This is an optimization exercise on Yosys and OpenROAD, whose aim is small area, a short achievable clock period and few clock cycles per item, not a production implementation.
Function was checked by simulation only, so behaviour that the tests miss may differ from the original.
Power is estimated from default activity; no workload was simulated.

==> flow/flow/run.sh <==
#!/bin/bash
# Standard layout with extra ORFS settings: BUFFER_PORTS_ARGS="-buffer_cell sky130_fd_sc_hd__buf_1"
set -euo pipefail
bash standard.sh BUFFER_PORTS_ARGS="-buffer_cell sky130_fd_sc_hd__buf_1" finish > standard_flow.log 2>&1
==> flow/standard.sh <==
#!/bin/bash
# synth_recipe.tcl (not shown) runs the flow's synth.tcl, then flattens the netlist and writes it again
# the make line also repeats each setting of config.mk as NAME=value (left out here)
make -C /OpenROAD-flow-scripts/flow DESIGN_CONFIG=/design/flow/config.mk WORK_HOME=/design/flow/orfs CLKGATE_MAP_FILE= SYNTH_SCRIPT=/design/flow/synth_recipe.tcl "${@:-finish}"
==> flow/constraint.sdc <==
create_clock -name core_clock -period 13.0 [get_ports {clk}]
set_input_delay 2.6000 -clock core_clock [delete_from_list [all_inputs] [get_ports {clk}]]
set_output_delay 2.6000 -clock core_clock [all_outputs]
set_load 0.01 [all_outputs]
==> flow/design.v <==
module fpadd (
    clk, reset, start,
    a, b,
    sum,
    done,
    nan
);
    input clk, reset, start;
    input [31:0] a, b;
    output [31:0] sum;
    output done;
    output nan;
    wire        sa = a[31], sb = b[31];
    wire [7:0]  ea = a[30:23], eb = b[30:23];
    wire [22:0] fa = a[22:0], fb = b[22:0];
    wire fa_z = (fa == 23'd0);
    wire fb_z = (fb == 23'd0);
    wire ea_0 = (ea == 8'd0), eb_0 = (eb == 8'd0);
    wire ea_1 = (ea == 8'hff), eb_1 = (eb == 8'hff);
    wire za = ea_0 & fa_z, zb = eb_0 & fb_z;    
    wire ia = ea_1 & fa_z, ib = eb_1 & fb_z;    
    wire na = ea_1 & ~fa_z, nb = eb_1 & ~fb_z;  
    wire is_nan = na | nb;
    wire special = za | zb | ia | ib;
    wire pick_b = za | (~zb & ~ia);
    wire [8:0] dab = {1'b0, ea} - {1'b0, eb};
    wire [7:0] dba = eb - ea;
    wire       e_lt = dab[8];
    wire       e_eq = (ea == eb);
    wire [7:0] d = e_lt ? dba : dab[7:0];
    wire        swap = special ? pick_b : e_lt;
    wire [23:0] mx = swap ? {1'b1, fb} : {1'b1, fa};
    wire [23:0] my = swap ? {1'b1, fa} : {1'b1, fb};
    wire [7:0]  ex = swap ? eb : ea;
    wire        sub = (sa ^ sb) & ~special;
    wire        sx0 = swap ? sb : sa;
    wire kill = special | (d[7:5] != 3'd0);
    wire [23:0] ys = kill ? 24'd0 : (my >> d[4:0]);
    wire [23:0] yo = ys ^ {24{sub}};
    wire [23:0] p = mx ^ yo;
    wire [23:0] g = mx & yo;
    wire        neg = sub & e_eq & (fa < fb);
    wire        sx = sx0 ^ neg;
    wire        cin = sub & ~neg;
    wire [23:0] pn = p ^ {24{neg}};
    wire pg1_g = g[0] | (p[0] & cin);
    wire pg2_g = g[2] | (p[2] & g[1]);
    wire pg2_p = p[2] & p[1];
    wire pg3_g = g[4] | (p[4] & g[3]);
    wire pg3_p = p[4] & p[3];
    wire pg4_g = g[6] | (p[6] & g[5]);
    wire pg4_p = p[6] & p[5];
    wire pg5_g = g[8] | (p[8] & g[7]);
    wire pg5_p = p[8] & p[7];
    wire pg6_g = g[10] | (p[10] & g[9]);
    wire pg6_p = p[10] & p[9];
    wire pg7_g = g[12] | (p[12] & g[11]);
    wire pg7_p = p[12] & p[11];
    wire pg8_g = g[14] | (p[14] & g[13]);
    wire pg8_p = p[14] & p[13];
    wire pg9_g = g[16] | (p[16] & g[15]);
    wire pg9_p = p[16] & p[15];
    wire pg10_g = g[18] | (p[18] & g[17]);
    wire pg10_p = p[18] & p[17];
    wire pg11_g = g[20] | (p[20] & g[19]);
    wire pg11_p = p[20] & p[19];
    wire pg12_g = g[22] | (p[22] & g[21]);
    wire pg12_p = p[22] & p[21];
    wire pg13_g = g[1] | (p[1] & pg1_g);
    wire pg14_g = pg2_g | (pg2_p & pg1_g);
    wire pg15_g = g[5] | (p[5] & pg3_g);
    wire pg15_p = p[5] & pg3_p;
    wire pg16_g = pg4_g | (pg4_p & pg3_g);
    wire pg16_p = pg4_p & pg3_p;
    wire pg17_g = g[9] | (p[9] & pg5_g);
    wire pg17_p = p[9] & pg5_p;
    wire pg18_g = pg6_g | (pg6_p & pg5_g);
    wire pg18_p = pg6_p & pg5_p;
    wire pg19_g = g[13] | (p[13] & pg7_g);
    wire pg19_p = p[13] & pg7_p;
    wire pg20_g = pg8_g | (pg8_p & pg7_g);
    wire pg20_p = pg8_p & pg7_p;
    wire pg21_g = g[17] | (p[17] & pg9_g);
    wire pg21_p = p[17] & pg9_p;
    wire pg22_g = pg10_g | (pg10_p & pg9_g);
    wire pg22_p = pg10_p & pg9_p;
    wire pg23_g = g[21] | (p[21] & pg11_g);
    wire pg23_p = p[21] & pg11_p;
    wire pg24_g = pg12_g | (pg12_p & pg11_g);
    wire pg24_p = pg12_p & pg11_p;
    wire pg25_g = g[3] | (p[3] & pg14_g);
    wire pg26_g = pg3_g | (pg3_p & pg14_g);
    wire pg27_g = pg15_g | (pg15_p & pg14_g);
    wire pg28_g = pg16_g | (pg16_p & pg14_g);
    wire pg29_g = g[11] | (p[11] & pg18_g);
    wire pg29_p = p[11] & pg18_p;
    wire pg30_g = pg7_g | (pg7_p & pg18_g);
    wire pg30_p = pg7_p & pg18_p;
    wire pg31_g = pg19_g | (pg19_p & pg18_g);
    wire pg31_p = pg19_p & pg18_p;
    wire pg32_g = pg20_g | (pg20_p & pg18_g);
    wire pg32_p = pg20_p & pg18_p;
    wire pg33_g = g[19] | (p[19] & pg22_g);
    wire pg33_p = p[19] & pg22_p;
    wire pg34_g = pg11_g | (pg11_p & pg22_g);
    wire pg34_p = pg11_p & pg22_p;
    wire pg35_g = pg23_g | (pg23_p & pg22_g);
    wire pg35_p = pg23_p & pg22_p;
    wire pg36_g = pg24_g | (pg24_p & pg22_g);
    wire pg36_p = pg24_p & pg22_p;
    wire pg37_g = g[7] | (p[7] & pg28_g);
    wire pg38_g = pg5_g | (pg5_p & pg28_g);
    wire pg39_g = pg17_g | (pg17_p & pg28_g);
    wire pg40_g = pg18_g | (pg18_p & pg28_g);
    wire pg41_g = pg29_g | (pg29_p & pg28_g);
    wire pg42_g = pg30_g | (pg30_p & pg28_g);
    wire pg43_g = pg31_g | (pg31_p & pg28_g);
    wire pg44_g = pg32_g | (pg32_p & pg28_g);
    wire pg45_g = g[23] | (p[23] & pg36_g);
    wire pg45_p = p[23] & pg36_p;
    wire pg46_g = g[15] | (p[15] & pg44_g);
    wire pg47_g = pg9_g | (pg9_p & pg44_g);
    wire pg48_g = pg21_g | (pg21_p & pg44_g);
    wire pg49_g = pg22_g | (pg22_p & pg44_g);
    wire pg50_g = pg33_g | (pg33_p & pg44_g);
    wire pg51_g = pg34_g | (pg34_p & pg44_g);
    wire pg52_g = pg35_g | (pg35_p & pg44_g);
    wire pg53_g = pg36_g | (pg36_p & pg44_g);
    wire pg54_g = pg45_g | (pg45_p & pg44_g);
    wire [24:0] c = {pg54_g, pg53_g, pg52_g, pg51_g, pg50_g, pg49_g, pg48_g, pg47_g, pg46_g, pg44_g, pg43_g, pg42_g, pg41_g, pg40_g, pg39_g, pg38_g, pg37_g, pg28_g, pg27_g, pg26_g, pg25_g, pg14_g, pg13_g, pg1_g, cin};
    wire [24:0] r = {c[24] & ~sub, pn ^ c[23:0]};
    reg [24:0] r_q;
    reg [7:0]  e_q;      
    reg        s_q;
    reg        nan_q;
    reg        done_q;
    always @(posedge clk) begin
        if (start) begin
            r_q   <= r;
            e_q   <= ex + 8'd1;
            s_q   <= sx;
            nan_q <= is_nan;
        end
        if (reset)
            done_q <= 1'b0;
        else if (start)
            done_q <= 1'b1;
    end
    reg [4:0] lz;
    integer i;
    always @(*) begin
        lz = 5'd25;
        for (i = 0; i < 25; i = i + 1)
            if (r_q[i]) lz = 5'd24 - i;
    end
    wire [4:0]  k = nan_q ? 5'd24 : lz;
    wire [24:0] rn = r_q << k;
    wire        zero = ~rn[24] | nan_q;
    wire [7:0]  en = e_q - {3'd0, k};
    assign sum  = {{9{~zero}} & {s_q, en}, rn[23:1]};
    assign nan  = nan_q;
    assign done = done_q;
endmodule
==> flow/config.mk <==
export PLATFORM = sky130hd
export DESIGN_NAME = fpadd
export DESIGN_NICKNAME = fpadd
export VERILOG_FILES = /design/flow/design.v
export SDC_FILE = /design/flow/constraint.sdc
export NUM_CORES = 4
export LEC_CHECK = 0
export ABC_AREA = 1
export CAP_MARGIN = 20
export CORE_MARGIN = 2
export CORE_UTILIZATION = 75
export SETUP_SLACK_MARGIN = 5
export SLEW_MARGIN = 20
==> results of run 1 <==
critical path, delay by kind of cell:
family / cells / cell delay (ps)
buffers and inverters: 6 / 980
and+or+nand+nor: 13 / 1350
AOI/OAI and AO/OA: 9 / 1600
xor gates and xnor gates: 1 / 160
adders and majority gates: 2 / 790
cells by family after synthesis:
group / synth area share [%]
mux: 0.783
fa+ha+maj: 11.7
xor+xnor: 8.89
simple gates: 36.6
flops: 14.0
compound gates: 17.2
buf+inv: 10.8
through the flow:
step	total power, mW	area, um2	util, %	hold slack (ps)	cells
after floorplan	0.763	7670	-	503	1254
after global placement	0.890	8040	81.5	447	1446
after detailed placement	0.923	8040	81.5	460	1446
after CTS	1.03	8150	82.6	475	1454
after global routing	1.14	8180	82.9	512	1455
final	1.05	8180	82.9	477	1455
report_power, final:
group | switching, mW | total [mW] | internal (mW)
registers | 0.0295 | 0.209 | 0.180
clock network | 0.0428 | 0.0995 | 0.0567
logic | 0.491 | 0.742 | 0.251
cell usage in the layout (no fill, tap or decap), types with 53 or more instances in the layout:
cell type and count:
sky130_fd_sc_hd__o21ai_0 65, sky130_fd_sc_hd__nand3_1 121, sky130_fd_sc_hd__inv_1 144, sky130_fd_sc_hd__a21oi_1 53, sky130_fd_sc_hd__xor2_1 58, sky130_fd_sc_hd__buf_1 99
sky130_fd_sc_hd__ha_1 67, sky130_fd_sc_hd__nand2_1 345, sky130_fd_sc_hd__nor2_1 88
layer usage:
| layer | up-vias | track usage [%] |
|---|---|---|
| met5 | - | 0 |
| met3 | 76 | 4.18 |
| met4 | 0 | 17.9 |
| li1 | 4319 | - |
| met2 | 434 | 67.2 |
| met1 | 3936 | 49.1 |
worst paths after layout:
path,to,depth (start not counted)
min,done_q,2
max,r_q[24],31
min reg2reg,done_q,2
max reg2reg,done_q,2
area by class of cell:
class / instances / area (um2)
multi-input cells: 1015 / 5800
inverters: 155 / 582
clock buffers: 5 / 68.8
flip-flops and latches: 36 / 1070
well taps: 133 / 166
fillers: 741 / 1690
clock inverters: 3 / 42.5
repair buffers: 108 / 449
repair_timing:
item	4_1_cts	5_1_grt
resized for setup	0	5
endpoints found under the hold margin	0	0
endpoints found under the setup margin	0	19
state kept, by name (all words and copies together), names as in the netlist:
signal	cells
nan_q	1
done_q	1
e_q	8
s_q	1
r_q	25
==> insert_results.sql, run 1 <==
INSERT INTO impl_metrics (metric_group, metric, value, unit) VALUES
('logic_synthesis', 'synth_enable_flop_cells', '35', ''),
('logic_synthesis', 'ys_dominant_reg_cell', 'sky130_fd_sc_hd__edfxtp_1', ''),
('power', 'power-per-cell-area', '128', 'nW/um2'),
('logic_synthesis', 'synthCells', '1254', ''),
('floorplanning', 'effective_utilization_at_floorplan', '77.7', '%'),
('logic_synthesis', 'synth.most_common_cell', 'sky130_fd_sc_hd__nand2_1', ''),
('routing', 'route.final.wire_length', '22.1', 'mm'),
('routing', 'ant_nets', '0', ''),
('clock_tree', 'numClockSinks', '36', ''),
('logic_synthesis', 'yosys_register_bits', '36', ''),
('final_layout', 'area_delta_synth_final', '6.66', '%'),
('logic_synthesis', 'synth-seq-area-share', '14.0', '%'),
('timing', 'max_slew.worst_pin.slew', '848', 'ps'),
('grt', 'largest_net_degree_at_the_start_of_global_routing', '87', ''),
('timing', 'worst_max_slew_margin_expressed_relative_to_the_limit', '43.3', '%'),
('setup_path', 'largest_fanout_on_the_critical_path', '86', ''),
('floorplanning', 'top_level_ports', '101', ''),
('logic_synthesis', 'netlist.top_cell.by_area', 'sky130_fd_sc_hd__nand2_1', ''),
('clock_tree', 'clock_tree.root_cell', 'sky130_fd_sc_hd__clkbuf_8', ''),
('timing', 'finalCriticalPeriod', '7470', 'ps'),
('timing', 'final_hold_viol_count', '0', ''),
('setup_path', 'cp.required', '13040', 'ps'),
('logic_synthesis', 'synth_nets', '1391', ''),
('timing', 'finalWorstSetupSlack', '5530', 'ps'),
('timing', 'rsz0062_at_grt', 'false', ''),
('outcome', 'outcome', 'finished clean', ''),
('placed_design', 'post-place-ws', '4820', 'ps'),
('clock_tree', 'clkTransAtPathRegs', '70', 'ps'),
('clock_tree', 'clk-insertion-delay-late', '300', 'ps'),
('routing', 'drt-pass1-iter-count', '6', ''),
('floorplanning', 'die-height', '105', 'um'),
('setup_path', 'critical_path.slowest_cell', 'sky130_fd_sc_hd__fa_1', ''),
('setup_path', 'setup.reg_to_reg.worst_slack', '12440', 'ps'),
('placed_design', 'dp_hpwl', '17.6', 'mm'),
('min_path', 'worst_hold_path_type', 'reg2reg', ''),
('grt', 'grt_util_all_layers', '39.1', '%'),
('logic_synthesis', 'netlist_top_cells_area', 'sky130_fd_sc_hd__nand2_1 17%, sky130_fd_sc_hd__edfxtp_1 14%, sky130_fd_sc_hd__ha_1 11%', ''),
('clock_tree', 'hold_buffers', '0', ''),
('setup_path', 'critical_path.reg2reg.startpoint', 'done_q', ''),
('floorplanning', 'die_x', '105', 'um'),
('timing', 'drv_slew', '0', ''),
('run', 'max_cap_violations', '0', ''),
('routing', 'wire_per_inst', '15.2', 'um'),
('clock_tree', 'cts_post_setup_buffers_inserted', '0', ''),
('final_layout', 'finish.net_count', '1458', ''),
('timing', 'timing.fmax', '134', 'MHz'),
('setup_path', 'worstPathArrival', '7510', 'ps'),
('grt', 'antenna_violations_before_repair', '0', ''),
('final_layout', 'layout-drive-gt1-share', '5.75', '%'),
('routing', 'met2WireLength', '10.5', 'mm'),
('setup_path', 'critical_path_class', 'in2reg', ''),
('logic_synthesis', 'ys_warn_count', '1', ''),
('setup_path', 'max_stage_delay', '480', 'ps'),
('clock_tree', 'tritoncts', 'built', ''),
('setup_path', 'timing.critical_path.mode_cell', 'sky130_fd_sc_hd__nand2_1', ''),
('min_path', 'hold_start', 'done_q', ''),
('logic_synthesis', 'synth_top_area_share', '16.9', '%'),
('grt', 'first_global_vias', '7833', ''),
('routing', 'dr.max_layer_used', 'met4', ''),
('timing', 'setup_viol', '0', ''),
('routing', 'drc', '0', ''),
('logic_synthesis', 'post_synth_most_frequent_cells', '345 x sky130_fd_sc_hd__nand2_1, 144 x sky130_fd_sc_hd__inv_1, 121 x sky130_fd_sc_hd__nand3_1, 89 x sky130_fd_sc_hd__nor2_1, 67 x sky130_fd_sc_hd__ha_1', ''),
('routing', 'vias', '8765', ''),
('clock_tree', 'cts_inserted_buffers', '5', ''),
('routing', 'drt-vias-per-instance', '6.02', ''),
('floorplanning', 'core-area', '9860', 'um2'),
('placed_design', 'place_congestion', '1.00', ''),
('timing', 'period_share', '57.5', '%'),
('logic_synthesis', 'netlist-cell-type-count', '52', ''),
('routing', 'wl_met1', '9.02', 'mm'),
('setup_path', 'cp-end-kind', 'flip-flop', '');
Testbench counts, summed over its fixed seeds: cycles 48,000, items 24,000.
==> inputs of run 2 (changes only) <==
==> flow/flow/run.sh (replaced) <==
#!/bin/bash
# Standard layout with extra ORFS settings: BUFFER_PORTS_ARGS="-buffer_cell sky130_fd_sc_hd__buf_1" SETUP_SLACK_MARGIN=5.5
set -euo pipefail
bash standard.sh BUFFER_PORTS_ARGS="-buffer_cell sky130_fd_sc_hd__buf_1" SETUP_SLACK_MARGIN=5.5 finish > standard_flow.log 2>&1
--- a/flow/config.mk
+++ b/flow/config.mk
@@ -8,6 +8,6 @@
 export ABC_AREA = 1
 export CAP_MARGIN = 20
 export CORE_MARGIN = 2
-export CORE_UTILIZATION = 75
+export CORE_UTILIZATION = 60
 export SETUP_SLACK_MARGIN = 5
 export SLEW_MARGIN = 20
==> insert_results.sql, run 2 <==
INSERT INTO impl_metrics (metric_group, metric, value, unit) VALUES
('outcome', 'outcome', 'finished clean', ''),
('power', 'ir_worst_vdd', '0.0513', 'mV'),
('setup_path', 'critical_path.startpoint_type', 'primary input', ''),
('setup_path', 'largest_fanout_on_the_critical_path', '23', ''),
('clock_tree', 'cts_htree_levels', '2', ''),
('floorplanning', 'die-area', '13700', 'um2'),
('routing', 'drc', '0', ''),
('logic_synthesis', 'post_synth_instance_area', '7670', 'um2'),
('logic_synthesis', 'netlist_top_cells_area', 'sky130_fd_sc_hd__nand2_1 17%, sky130_fd_sc_hd__edfxtp_1 14%, sky130_fd_sc_hd__ha_1 11%', ''),
('final_layout', 'area_delta_synth_final', '9.94', '%'),
('floorplanning', 'die_x', '117', 'um'),
('grt', 'grt_util_all_layers', '30.6', '%'),
('floorplanning', 'effective_utilization_at_floorplan', '61.0', '%'),
('power', 'leak_pwr', '3.92', 'nW'),
('timing', 'final_hold_viol_count', '0', ''),
('logic_synthesis', 'synth_top_area_share', '16.9', '%'),
('setup_path', 'cp.required', '13040', 'ps'),
('placed_design', 'postPlaceCellArea', '8080', 'um2'),
('grt', 'largest_net_degree_at_the_start_of_global_routing', '93', ''),
('logic_synthesis', 'netlist.top_cell.by_area', 'sky130_fd_sc_hd__nand2_1', ''),
('grt', 'gr-total-overflow', '0', ''),
('floorplanning', 'floorplan.rows', '41', ''),
('timing', 'hold-worst-slack', '488', 'ps'),
('logic_synthesis', 'netlist-cell-type-count', '52', ''),
('final_layout', 'final_util', '67.1', '%'),
('setup_path', 'critical_path_class', 'in2reg', ''),
('routing', 'drt-vias-per-instance', '5.56', ''),
('timing', 'rsz0062_at_grt', 'false', ''),
('logic_synthesis', 'ys_warn_count', '1', ''),
('clock_tree', 'tritoncts', 'built', ''),
('clock_tree', 'max-clock-path-buffers', '2', ''),
('logic_synthesis', 'avgSynthCellArea', '6.11', 'um2'),
('final_layout', 'final_area', '8430', 'um2'),
('final_layout', 'finish.net_count', '1468', ''),
('routing', 'wire_per_inst', '14.0', 'um'),
('floorplanning', 'die-height', '117', 'um'),
('final_layout', 'largest_register_ffs', '25', ''),
('clock_tree', 'clock_tree.root_cell', 'sky130_fd_sc_hd__clkbuf_16', ''),
('clock_tree', 'clk-insertion-delay-late', '280', 'ps'),
('grt', 'first_global_vias', '7070', ''),
('routing', 'detailedRoute.firstIterationViolations', '573', ''),
('timing', 'clock_skew', '0', 'ps'),
('final_layout', 'layout-drive-gt1-share', '7.36', '%'),
('timing', 'max_slew.worst_pin.slew', '889', 'ps'),
('clock_tree', 'numClockSinks', '36', ''),
('logic_synthesis', 'synth_enable_flop_cells', '35', ''),
('min_path', 'worst_hold_path_type', 'reg2reg', ''),
('floorplanning', 'core-area', '12600', 'um2'),
('setup_path', 'critical_path.slowest_cell', 'sky130_fd_sc_hd__fa_1', ''),
('final_layout', 'fill_cells', '1232', ''),
('setup_path', 'cp-end-kind', 'flip-flop', ''),
('setup_path', 'max_stage_delay', '420', 'ps'),
('timing', 'period_share', '54.7', '%'),
('setup_path', 'timing.critical_path.mode_cell', 'sky130_fd_sc_hd__nand2_1', ''),
('placed_design', 'dp_hpwl', '16.9', 'mm'),
('final_layout', 'most_common_cell_after_layout_fill_and_taps_aside', 'sky130_fd_sc_hd__nand2_1', ''),
('final_layout', 'final_cell_count_no_fill', '1505', ''),
('final_layout', 'regMostFlops', 'r_q', ''),
('logic_synthesis', 'synth_nets', '1391', ''),
('logic_synthesis', 'ys_dominant_reg_cell', 'sky130_fd_sc_hd__edfxtp_1', ''),
('routing', 'vias', '8368', ''),
('setup_path', 'worstPathArrival', '7150', 'ps'),
('placed_design', 'numPlacedInstances', '1484', ''),
('power', 'power-per-cell-area', '127', 'nW/um2'),
('timing', 'worst_max_slew_margin_expressed_relative_to_the_limit', '40.7', '%'),
('logic_synthesis', 'synth.most_common_cell', 'sky130_fd_sc_hd__nand2_1', ''),
('clock_tree', 'clkTransAtPathRegs', '60', 'ps'),
('logic_synthesis', 'synth-seq-area-share', '14.0', '%'),
('timing', 'drv_slew', '0', ''),
('floorplanning', 'top_level_ports', '101', ''),
('routing', 'ant_nets', '0', ''),
('grt', 'antenna_violations_before_repair', '1', ''),
('final_layout', 'largestRegisters', 'r_q (25), e_q (8)', ''),
('clock_tree', 'cts_inserted_buffers', '5', ''),
('timing', 'timing.fmax', '141', 'MHz'),
('final_layout', 'layout_common_cells', '345 x sky130_fd_sc_hd__nand2_1, 142 x sky130_fd_sc_hd__inv_1, 121 x sky130_fd_sc_hd__nand3_1, 97 x sky130_fd_sc_hd__buf_1, 88 x sky130_fd_sc_hd__nor2_1', ''),
('routing', 'drt-pass1-iter-count', '5', ''),
('logic_synthesis', 'synthCells', '1254', ''),
('timing', 'finalCriticalPeriod', '7120', 'ps'),
('grt', 'grt_pass1_wl', '33.7', 'mm'),
('logic_synthesis', 'post_synth_most_frequent_cells', '345 x sky130_fd_sc_hd__nand2_1, 144 x sky130_fd_sc_hd__inv_1, 121 x sky130_fd_sc_hd__nand3_1, 89 x sky130_fd_sc_hd__nor2_1, 67 x sky130_fd_sc_hd__ha_1', ''),
('timing', 'setup_viol', '0', ''),
('logic_synthesis', 'synth-async-reset-ratio', '0', '%'),
('placed_design', 'place_congestion', '0.975', ''),
('placed_design', 'placement.io_buffers', '100', ''),
('run', 'max_cap_violations', '0', ''),
('routing', 'route.final.wire_length', '21.1', 'mm'),
('logic_synthesis', 'yosys_register_bits', '36', ''),
('timing', 'summed_negative_setup_slack_over_all_endpoints', '0', 'ps');
==> run 2: cell counts after synthesis <==
Identical to the previous run, type by type.
==> run 2: logic make-up (layout without fill, tap and decap cells) <==
family	count (synthesis)	count (layout)	synth area share [%]
and+or+nand+nor	640	640	36.6
muxes	6	6	0.783
other	0	1	0
adders and majority gates	70	70	11.7
DFF	36	36	14.0
AOI/OAI and AO/OA	221	221	17.2
xor gates and xnor gates	77	77	8.89
buffers and inverters	204	282	10.8
==> run 2: area by class of cell <==
cell class	count	area [um2]	share of cell area, %
multi-input combinational	1014	5830	69.1
sequential	36	1070	12.7
inverter	155	589	6.99
timing repair buffer	118	566	6.71
tap	172	215	2.55
clock buffer	6	139	1.65
clock inverter	2	15.0	0.178
timing repair inverter	1	5.00	0.0594
antenna	1	2.50	0.0297
==> run 2: repair_timing <==
item / CTS / global route
resized for setup: 3 / 17
hold buffers: 0 / 0
endpoints found under the setup margin: 18 / 21
pin swaps: 1 / 2
setup buffers: 0 / 9
cloned: 0 / 3
==> run 2: critical path: cells and delay by family <==
family / cells / cell delay (ps)
AND/OR/NAND/NOR: 18 / 1450
AO/OA/AOI/OAI: 6 / 1300
adder cells (fa/ha/maj): 3 / 960
buffers and inverters: 6 / 830
==> run 2: where the power goes <==
part	internal (mW)	total, mW	switching, mW
sequential	0.180	0.206	0.0263
combinational	0.264	0.747	0.483
clock	0.0761	0.120	0.0441
total	0.520	1.07	0.553
==> run 2: path summary, 6_finish.rpt <==
kind,from,endpoint,slack (ps),cells after the start
min reg2reg,done_q,done_q,490,2
max,a[23],r_q[20],5880,33
min,done_q,done_q,490,2
max reg2reg,done_q,done_q,12430,2
==> run 2: per-stage QoR <==
step	setup slack, ps	power (mW)
global placement	4980	0.911
global route	5480	1.19
detailed placement	4870	0.917
finish	5880	1.07
floorplan	6410	0.763
CTS	5500	1.04
==> run 2: routing by layer <==
layer	part of all wire [%]	wire length [um]	global-route usage, %
met1	46	9770	42.9
met2	46	9640	49.8
met3	5.6	1180	2.94
met4	2.6	546	9.80
met5	0	0	0
==> inputs of run 3 (changes only) <==
==> flow/flow/run.sh (replaced) <==
#!/bin/bash
# Standard layout with extra ORFS settings: BUFFER_PORTS_ARGS="-buffer_cell sky130_fd_sc_hd__buf_1" SETUP_SLACK_MARGIN=6
set -euo pipefail
bash standard.sh BUFFER_PORTS_ARGS="-buffer_cell sky130_fd_sc_hd__buf_1" SETUP_SLACK_MARGIN=6 finish > standard_flow.log 2>&1
==> insert_results.sql, run 3 <==
INSERT INTO impl_metrics (metric_group, metric, value, unit) VALUES
('outcome', 'outcome', 'finished clean', ''),
('power', 'ir_worst_vdd', '0.0526', 'mV'),
('setup_path', 'critical_path.startpoint_type', 'primary input', ''),
('final_layout', 'largest_register_ffs', '25', ''),
('placed_design', 'numPlacedInstances', '1484', ''),
('floorplanning', 'core-area', '12600', 'um2'),
('final_layout', 'most_common_cell_after_layout_fill_and_taps_aside', 'sky130_fd_sc_hd__nand2_1', ''),
('clock_tree', 'clock_tree.root_cell', 'sky130_fd_sc_hd__clkbuf_16', ''),
('setup_path', 'cp-end-kind', 'flip-flop', ''),
('routing', 'route.final.wire_length', '23.0', 'mm'),
('placed_design', 'place_congestion', '0.975', ''),
('placed_design', 'post-place-ws', '4870', 'ps'),
('grt', 'grt_pass1_wl', '34.7', 'mm'),
('clock_tree', 'clk-insertion-delay-late', '280', 'ps'),
('logic_synthesis', 'netlist.top_cell.by_area', 'sky130_fd_sc_hd__nand2_1', ''),
('final_layout', 'layout-drive-gt1-share', '15.3', '%'),
('logic_synthesis', 'yosys_register_bits', '36', ''),
('floorplanning', 'die_x', '117', 'um'),
('timing', 'final_hold_viol_count', '0', ''),
('clock_tree', 'clkTransAtPathRegs', '50', 'ps'),
('setup_path', 'critical_path.slowest_cell', 'sky130_fd_sc_hd__nor4_1', ''),
('clock_tree', 'numClockSinks', '36', ''),
('logic_synthesis', 'avgSynthCellArea', '6.11', 'um2'),
('logic_synthesis', 'synth-seq-area-share', '14.0', '%'),
('timing', 'hold-worst-slack', '487', 'ps'),
('logic_synthesis', 'ys_dominant_reg_cell', 'sky130_fd_sc_hd__edfxtp_1', ''),
('routing', 'ant_nets', '0', ''),
('clock_tree', 'tritoncts', 'built', ''),
('setup_path', 'largest_fanout_on_the_critical_path', '6', ''),
('final_layout', 'regMostFlops', 'r_q', ''),
('final_layout', 'finish.net_count', '1505', ''),
('routing', 'vias', '8657', ''),
('timing', 'finalWorstSetupSlack', '6160', 'ps'),
('final_layout', 'largestRegisters', 'r_q (25), e_q (8)', ''),
('power', 'leak_pwr', '4.26', 'nW'),
('final_layout', 'final_cell_count_no_fill', '1541', ''),
('floorplanning', 'die-height', '117', 'um'),
('floorplanning', 'die-area', '13700', 'um2'),
('grt', 'largest_net_degree_at_the_start_of_global_routing', '47', ''),
('timing', 'summed_negative_setup_slack_over_all_endpoints', '0', 'ps'),
('timing', 'rsz0062_at_grt', 'true', ''),
('setup_path', 'timing.critical_path.mode_cell', 'sky130_fd_sc_hd__nand2_1', ''),
('logic_synthesis', 'post_synth_most_frequent_cells', '345 x sky130_fd_sc_hd__nand2_1, 144 x sky130_fd_sc_hd__inv_1, 121 x sky130_fd_sc_hd__nand3_1, 89 x sky130_fd_sc_hd__nor2_1, 67 x sky130_fd_sc_hd__ha_1', ''),
('clock_tree', 'hold_buffers', '0', ''),
('grt', 'gr-total-overflow', '0', ''),
('placed_design', 'dp_hpwl', '16.9', 'mm'),
('logic_synthesis', 'ys_warn_count', '1', ''),
('grt', 'grt_util_all_layers', '31.6', '%'),
('logic_synthesis', 'synth.most_common_cell', 'sky130_fd_sc_hd__nand2_1', ''),
('min_path', 'worst_hold_path_type', 'reg2reg', ''),
('final_layout', 'final_util', '73.9', '%'),
('routing', 'wire_per_inst', '14.9', 'um'),
('timing', 'timing.fmax', '146', 'MHz'),
('timing', 'worst_max_slew_margin_expressed_relative_to_the_limit', '33.1', '%'),
('timing', 'setup_viol', '0', ''),
('routing', 'drc', '0', ''),
('grt', 'antenna_violations_before_repair', '0', ''),
('logic_synthesis', 'netlist_top_cells_area', 'sky130_fd_sc_hd__nand2_1 17%, sky130_fd_sc_hd__edfxtp_1 14%, sky130_fd_sc_hd__ha_1 11%', ''),
('setup_path', 'cp.required', '13020', 'ps'),
('routing', 'drt-pass1-iter-count', '5', ''),
('logic_synthesis', 'synth_top_area_share', '16.9', '%'),
('power', 'power-per-cell-area', '124', 'nW/um2'),
('timing', 'finalCriticalPeriod', '6840', 'ps'),
('logic_synthesis', 'synth_nets', '1391', ''),
('setup_path', 'worstPathArrival', '6860', 'ps'),
('setup_path', 'max_stage_delay', '360', 'ps'),
('final_layout', 'area_delta_synth_final', '21.1', '%'),
('placed_design', 'placement.io_buffers', '100', ''),
('floorplanning', 'floorplan.rows', '41', ''),
('final_layout', 'layout_common_cells', '338 x sky130_fd_sc_hd__nand2_1, 129 x sky130_fd_sc_hd__inv_1, 120 x sky130_fd_sc_hd__nand3_1, 87 x sky130_fd_sc_hd__nor2_1, 79 x sky130_fd_sc_hd__buf_1', ''),
('routing', 'drt-vias-per-instance', '5.62', ''),
('floorplanning', 'effective_utilization_at_floorplan', '61.0', '%'),
('timing', 'max_slew.worst_pin.slew', '1000', 'ps'),
('setup_path', 'critical_path_class', 'in2reg', ''),
('timing', 'drv_slew', '0', ''),
('clock_tree', 'max-clock-path-buffers', '2', ''),
('floorplanning', 'top_level_ports', '101', ''),
('grt', 'first_global_vias', '7244', ''),
('timing', 'clock_skew', '0', 'ps'),
('logic_synthesis', 'synthCells', '1254', ''),
('routing', 'detailedRoute.firstIterationViolations', '732', ''),
('timing', 'period_share', '52.6', '%'),
('run', 'max_cap_violations', '0', ''),
('clock_tree', 'cts_htree_levels', '2', ''),
('logic_synthesis', 'synth_enable_flop_cells', '35', ''),
('logic_synthesis', 'synth-async-reset-ratio', '0', '%'),
('final_layout', 'diodes', '0', ''),
('logic_synthesis', 'netlist-cell-type-count', '52', ''),
('logic_synthesis', 'post_synth_instance_area', '7670', 'um2'),
('clock_tree', 'cts_inserted_buffers', '5', '');
==> run 3: changes by cell type in the layout (fill, tap and decap cells not counted), sizes merged <==
cell,before,now
buf,113,143
clkbuf,11,17
clkinv,2,4
inv,151,149
bufbuf,0,1
diode,1,0
==> run 3: logic make-up (layout without fill, tap and decap cells) <==
kind of cell	after synthesis	after routing	synth area share [%]
AND/OR/NAND/NOR	640	640	36.6
flip-flops	36	36	14.0
AO/OA/AOI/OAI	221	221	17.2
buffers and inverters	204	319	10.8
multiplexers	6	6	0.783
XOR/XNOR	77	77	8.89
adder cells (fa/ha/maj)	70	70	11.7
==> run 3: worst paths after layout <==
| kind | start | endpoint | slack (ps) | cells past startpoint |
|---|---|---|---|---|
| hold reg to reg | done_q | done_q | 490 | 2 |
| hold / removal | done_q | done_q | 490 | 2 |
| setup / recovery | b[17] | r_q[18] | 6160 | 32 |
| setup reg to reg | done_q | done_q | 12430 | 2 |
==> run 3: cell type report <==
type | instances | area (um2)
multi-input combinational | 1014 | 6150
fill | 1094 | 3280
timing repair buffer | 155 | 1070
sequential | 36 | 1070
inverter | 155 | 617
tap | 172 | 215
clock buffer | 6 | 139
clock inverter | 2 | 15.0
timing repair inverter | 1 | 7.51
==> run 3: timing repair <==
item / in CTS / in global routing
gates cloned: 4 / 3
buffers inserted: 4 / 38
setup endpoints to repair: 24 / 23
pin swaps: 2 / 42
gates resized for setup: 18 / 158
==> run 3: where the power goes <==
part           internal (mW)  total [mW]  switching (mW)
logic                  0.311       0.825           0.514
registers              0.180       0.206          0.0263
clock network         0.0761       0.120          0.0442
==> run 3: per-stage QoR <==
step	total power, mW	instance area, um2
after floorplan	0.763	7670
after global placement	0.911	8080
after detailed placement	0.917	8080
after CTS	1.06	8430
after global routing	1.26	9290
final	1.15	9290
==> run 3: critical path, delay by kind of cell <==
kind | cells | cell delay (ps)
XOR/XNOR | 1 | 160
adder cells (fa/ha/maj) | 1 | 280
buffers and inverters | 6 | 750
AND/OR/NAND/NOR | 17 | 2170
AO/OA/AOI/OAI | 7 | 900
==> run 3: metal layers <==
metal / wire length [um] / GRT usage, % / share of wire (%)
met5: 0 / 0 / 0
met4: 760 / 10.5 / 3.3
met3: 1310 / 3.45 / 5.7
met2: 10700 / 52.1 / 47
met1: 10200 / 43.4 / 44
==> inputs of run 4 (changes only) <==
==> flow/flow/run.sh (replaced) <==
#!/bin/bash
# The standard layout (the standard.sh, unchanged synthesis), except that
# the port buffers are sky130_fd_sc_hd__buf_1 instead of the default choice.
# The full make output goes to standard_flow.log in the work folder.
set -euo pipefail
bash standard.sh BUFFER_PORTS_ARGS="-buffer_cell sky130_fd_sc_hd__buf_1" finish > standard_flow.log 2>&1
==> insert_results.sql, run 4 <==
INSERT INTO impl_metrics (metric_group, metric, value, unit) VALUES
('setup_path', 'critical_path.startpoint_type', 'primary input', ''),
('logic_synthesis', 'synth_top_area_share', '16.9', '%'),
('routing', 'drt-pass1-iter-count', '5', ''),
('floorplanning', 'top_level_ports', '101', ''),
('grt', 'first_global_vias', '7067', ''),
('timing', 'final_hold_viol_count', '0', ''),
('grt', 'antenna_violations_before_repair', '1', ''),
('final_layout', 'most_common_cell_after_layout_fill_and_taps_aside', 'sky130_fd_sc_hd__nand2_1', ''),
('logic_synthesis', 'ys_warn_count', '1', ''),
('final_layout', 'fill_cells', '1249', ''),
('routing', 'drc', '0', ''),
('clock_tree', 'hold_buffers', '0', ''),
('setup_path', 'worstPathArrival', '7290', 'ps'),
('clock_tree', 'numClockSinks', '36', ''),
('routing', 'detailedRoute.firstIterationViolations', '609', ''),
('final_layout', 'layout.area.seq', '1070', 'um2'),
('final_layout', 'largestRegisters', 'r_q (25), e_q (8)', ''),
('floorplanning', 'die-area', '13700', 'um2'),
('min_path', 'hold_start', 'done_q', ''),
('power', 'ir_worst_vdd', '0.0508', 'mV'),
('floorplanning', 'die_x', '117', 'um'),
('placed_design', 'place_congestion', '0.975', ''),
('placed_design', 'placement.io_buffers', '100', ''),
('timing', 'worst_max_slew_margin_expressed_relative_to_the_limit', '40.5', '%'),
('setup_path', 'critical_path.reg2reg.startpoint', 'done_q', ''),
('timing', 'drv_slew', '0', ''),
('floorplanning', 'core-area', '12600', 'um2'),
('final_layout', 'multi_input_comb_area', '5790', 'um2'),
('logic_synthesis', 'netlist-cell-type-count', '52', ''),
('logic_synthesis', 'post_synth_instance_area', '7670', 'um2'),
('logic_synthesis', 'synth.most_common_cell', 'sky130_fd_sc_hd__nand2_1', ''),
('logic_synthesis', 'netlist.top_cell.by_area', 'sky130_fd_sc_hd__nand2_1', ''),
('clock_tree', 'clock_tree.root_cell', 'sky130_fd_sc_hd__clkbuf_16', ''),
('final_layout', 'finish.net_count', '1457', ''),
('floorplanning', 'floorplan.rows', '41', ''),
('setup_path', 'cp.required', '13020', 'ps'),
('clock_tree', 'clkTransAtPathRegs', '50', 'ps'),
('routing', 'drt-vias-per-instance', '5.48', ''),
('placed_design', 'numPlacedInstances', '1484', ''),
('logic_synthesis', 'synth_nets', '1391', ''),
('min_path', 'worst_hold_path_type', 'reg2reg', ''),
('clock_tree', 'clk-insertion-delay-late', '280', 'ps'),
('min_path', 'endpoint_worst_hold', 'done_q', ''),
('floorplanning', 'die-height', '117', 'um'),
('grt', 'grt_util_all_layers', '30.5', '%'),
('logic_synthesis', 'synth-seq-area-share', '14.0', '%'),
('timing', 'max_slew.worst_pin.slew', '891', 'ps'),
('logic_synthesis', 'netlist_top_cells_area', 'sky130_fd_sc_hd__nand2_1 17%, sky130_fd_sc_hd__edfxtp_1 14%, sky130_fd_sc_hd__ha_1 11%', ''),
('routing', 'wire_per_inst', '13.8', 'um'),
('logic_synthesis', 'synth_enable_flop_cells', '35', ''),
('min_path', 'whs_path_depth', '2', ''),
('setup_path', 'worst_r2r_path_depth', '2', ''),
('routing', 'route.final.wire_length', '20.6', 'mm'),
('timing', 'clock_skew', '0', 'ps'),
('grt', 'gr-total-overflow', '0', ''),
('routing', 'ant_nets', '0', ''),
('grt', 'grt_pass1_wl', '33.7', 'mm'),
('run', 'max_cap_violations', '0', ''),
('final_layout', 'final_cell_count_no_fill', '1494', ''),
('setup_path', 'critical_path_class', 'in2reg', ''),
('final_layout', 'regMostFlops', 'r_q', ''),
('setup_path', 'largest_fanout_on_the_critical_path', '14', ''),
('placed_design', 'dp_hpwl', '16.9', 'mm'),
('logic_synthesis', 'ys_dominant_reg_cell', 'sky130_fd_sc_hd__edfxtp_1', ''),
('power', 'leak_pwr', '3.85', 'nW'),
('timing', 'rsz0062_at_grt', 'false', ''),
('final_layout', 'largest_register_ffs', '25', ''),
('setup_path', 'cp-end-kind', 'flip-flop', ''),
('timing', 'period_share', '55.9', '%'),
('logic_synthesis', 'avgSynthCellArea', '6.11', 'um2'),
('power', 'power-per-cell-area', '127', 'nW/um2'),
('final_layout', 'layout_common_cells', '345 x sky130_fd_sc_hd__nand2_1, 144 x sky130_fd_sc_hd__inv_1, 121 x sky130_fd_sc_hd__nand3_1, 99 x sky130_fd_sc_hd__buf_1, 88 x sky130_fd_sc_hd__nor2_1', ''),
('final_layout', 'area_delta_synth_final', '7.73', '%'),
('grt', 'largest_net_degree_at_the_start_of_global_routing', '93', ''),
('setup_path', 'setup.reg_to_reg.worst_slack', '12430', 'ps'),
('routing', 'vias', '8189', ''),
('logic_synthesis', 'yosys_register_bits', '36', ''),
('setup_path', 'reg2reg_to', 'done_q', ''),
('clock_tree', 'max-clock-path-buffers', '2', ''),
('timing', 'timing.fmax', '138', 'MHz'),
('timing', 'summed_negative_setup_slack_over_all_endpoints', '0', 'ps'),
('logic_synthesis', 'synthCells', '1254', ''),
('logic_synthesis', 'post_synth_most_frequent_cells', '345 x sky130_fd_sc_hd__nand2_1, 144 x sky130_fd_sc_hd__inv_1, 121 x sky130_fd_sc_hd__nand3_1, 89 x sky130_fd_sc_hd__nor2_1, 67 x sky130_fd_sc_hd__ha_1', ''),
('outcome', 'outcome', 'finished clean', ''),
('logic_synthesis', 'synth-async-reset-ratio', '0', '%'),
('timing', 'setup_viol', '0', ''),
('final_layout', 'layout-drive-gt1-share', '5.68', '%'),
('clock_tree', 'tritoncts', 'built', ''),
('timing', 'finalCriticalPeriod', '7270', 'ps'),
('floorplanning', 'effective_utilization_at_floorplan', '61.0', '%'),
('clock_tree', 'cts_htree_levels', '2', ''),
('clock_tree', 'cts_inserted_buffers', '5', '');
run 4: cell type report:
class,count,area share (%)
clock buffers,6,1.68
repair buffers,108,5.44
well taps,172,2.61
clock inverters,2,0.182
flip-flops and latches,36,13.0
inverters,155,7.04
multi-input cells,1014,70.1
diodes,1,0.0303
run 4: per-layer routing:
layer	up-vias	share of wire, %	GRT usage, %
met1	3596	48	42.8
met3	30	4.3	2.94
met2	249	45	49.8
li1	4314	-	-
met5	-	0	0
met4	0	2.6	9.80
run 4: worst max path at each step:
stage	depth (start not counted)	endpoint	startpoint	slack (ps)
floorplan	34	r_q[24]	a[23]	6410
global placement	32	r_q[24]	a[23]	4980
finish	23	r_q[24]	a[23]	5730
detailed placement	32	r_q[24]	a[23]	4870
CTS	32	r_q[24]	a[23]	5150
global route	32	r_q[24]	a[23]	5160
run 4: cell families after synthesis:
group	share of synthesized area (%)
fa+ha+maj	11.7
simple gates	36.6
flops	14.0
xor+xnor	8.89
buf+inv	10.8
mux	0.783
compound gates	17.2
run 4: repair_timing:
| action | in CTS | in global routing |
|---|---|---|
| buffers inserted | 0 | 1 |
| setup endpoints to repair | 0 | 20 |
| resized for setup | 0 | 4 |
run 4: critical path, stage by stage:
cell and delay (ps):
sky130_fd_sc_hd__buf_1 160, sky130_fd_sc_hd__inv_1 80, sky130_fd_sc_hd__ha_1 230, sky130_fd_sc_hd__fa_1 420
sky130_fd_sc_hd__o21ai_2 190, sky130_fd_sc_hd__nand2_2 80, sky130_fd_sc_hd__nand2_4 130, sky130_fd_sc_hd__mux2i_1 310
sky130_fd_sc_hd__xor2_1 730, sky130_fd_sc_hd__nand2_2 370, sky130_fd_sc_hd__a21oi_1 270, sky130_fd_sc_hd__xor2_1 160
sky130_fd_sc_hd__ha_1 290, sky130_fd_sc_hd__a21oi_1 230, sky130_fd_sc_hd__nor2_1 60, sky130_fd_sc_hd__nor2_1 140
sky130_fd_sc_hd__nor2_1 60, sky130_fd_sc_hd__nor3_1 210, sky130_fd_sc_hd__nand2_2 180, sky130_fd_sc_hd__nand3b_1 150
sky130_fd_sc_hd__nand2_1 80, sky130_fd_sc_hd__nor2_1 90, sky130_fd_sc_hd__nor2_1 40
run 4: stage by stage:
stage | setup slack, ps | power, mW | area, um2 | utilization (%) | hold WS (ps)
2_1_floorplan | 6410 | 0.763 | 7670 | - | 503
3_3_place_gp | 4980 | 0.911 | 8080 | 64.3 | 455
3_5_place_dp | 4870 | 0.917 | 8080 | 64.3 | 483
4_1_cts | 5150 | 1.04 | 8230 | 65.5 | 496
5_1_grt | 5160 | 1.17 | 8260 | 65.7 | 521
6_report | 5730 | 1.05 | 8260 | 65.7 | 493
run 4: where the power goes:
part / leakage [nW] / total, mW / internal (mW) / switching [mW]
Clock: 0.0691 / 0.120 / 0.0760 / 0.0439
Combinational: 3.43 / 0.722 / 0.250 / 0.472
Sequential: 0.350 / 0.206 / 0.180 / 0.0264

## what the ideal ports hide
The flow's constraints put no driver on any port. The routed layouts listed below were extracted and timed again, unchanged, in two steps.
Step 1 (the two cells are an assumption about what drives the block):
set clk [get_ports {clk}]
set_driving_cell -lib_cell sky130_fd_sc_hd__clkbuf_16 $clk
set_driving_cell -lib_cell sky130_fd_sc_hd__buf_2 [delete_from_list [all_inputs] $clk]
Step 2 moves the port delays by t, midway between the first and last clock arrival at a register: inputs arrive t later, outputs are due t later. That takes back most of the time a late clock gives input paths.
Slacks: no drivers / after step 1 / after step 2; pairs: no drivers / after step 1.
run | t, ns | slack for setup (ns) | hold slack, ns | worst data-port slew with drivers (ns)
run 1 | 0.325 | 5.527 / 5.530 / 5.205 | 0.477 / 0.477 / 0.477 | 0.06
run 2 | 0.313 | 5.884 / 5.894 / 5.581 | 0.488 / 0.488 / 0.488 | 0.07
run 3 | 0.314 | 6.158 / 6.150 / 5.837 | 0.487 / 0.487 / 0.487 | 0.08
run 4 | 0.312 | 5.730 / 5.740 / 5.428 | 0.493 / 0.493 / 0.493 | 0.07
After both steps setup and hold are still met in every run listed. The setup slack of run 1, which loses most, moves by +0.003 ns with the drivers and by -0.322 ns with both steps.
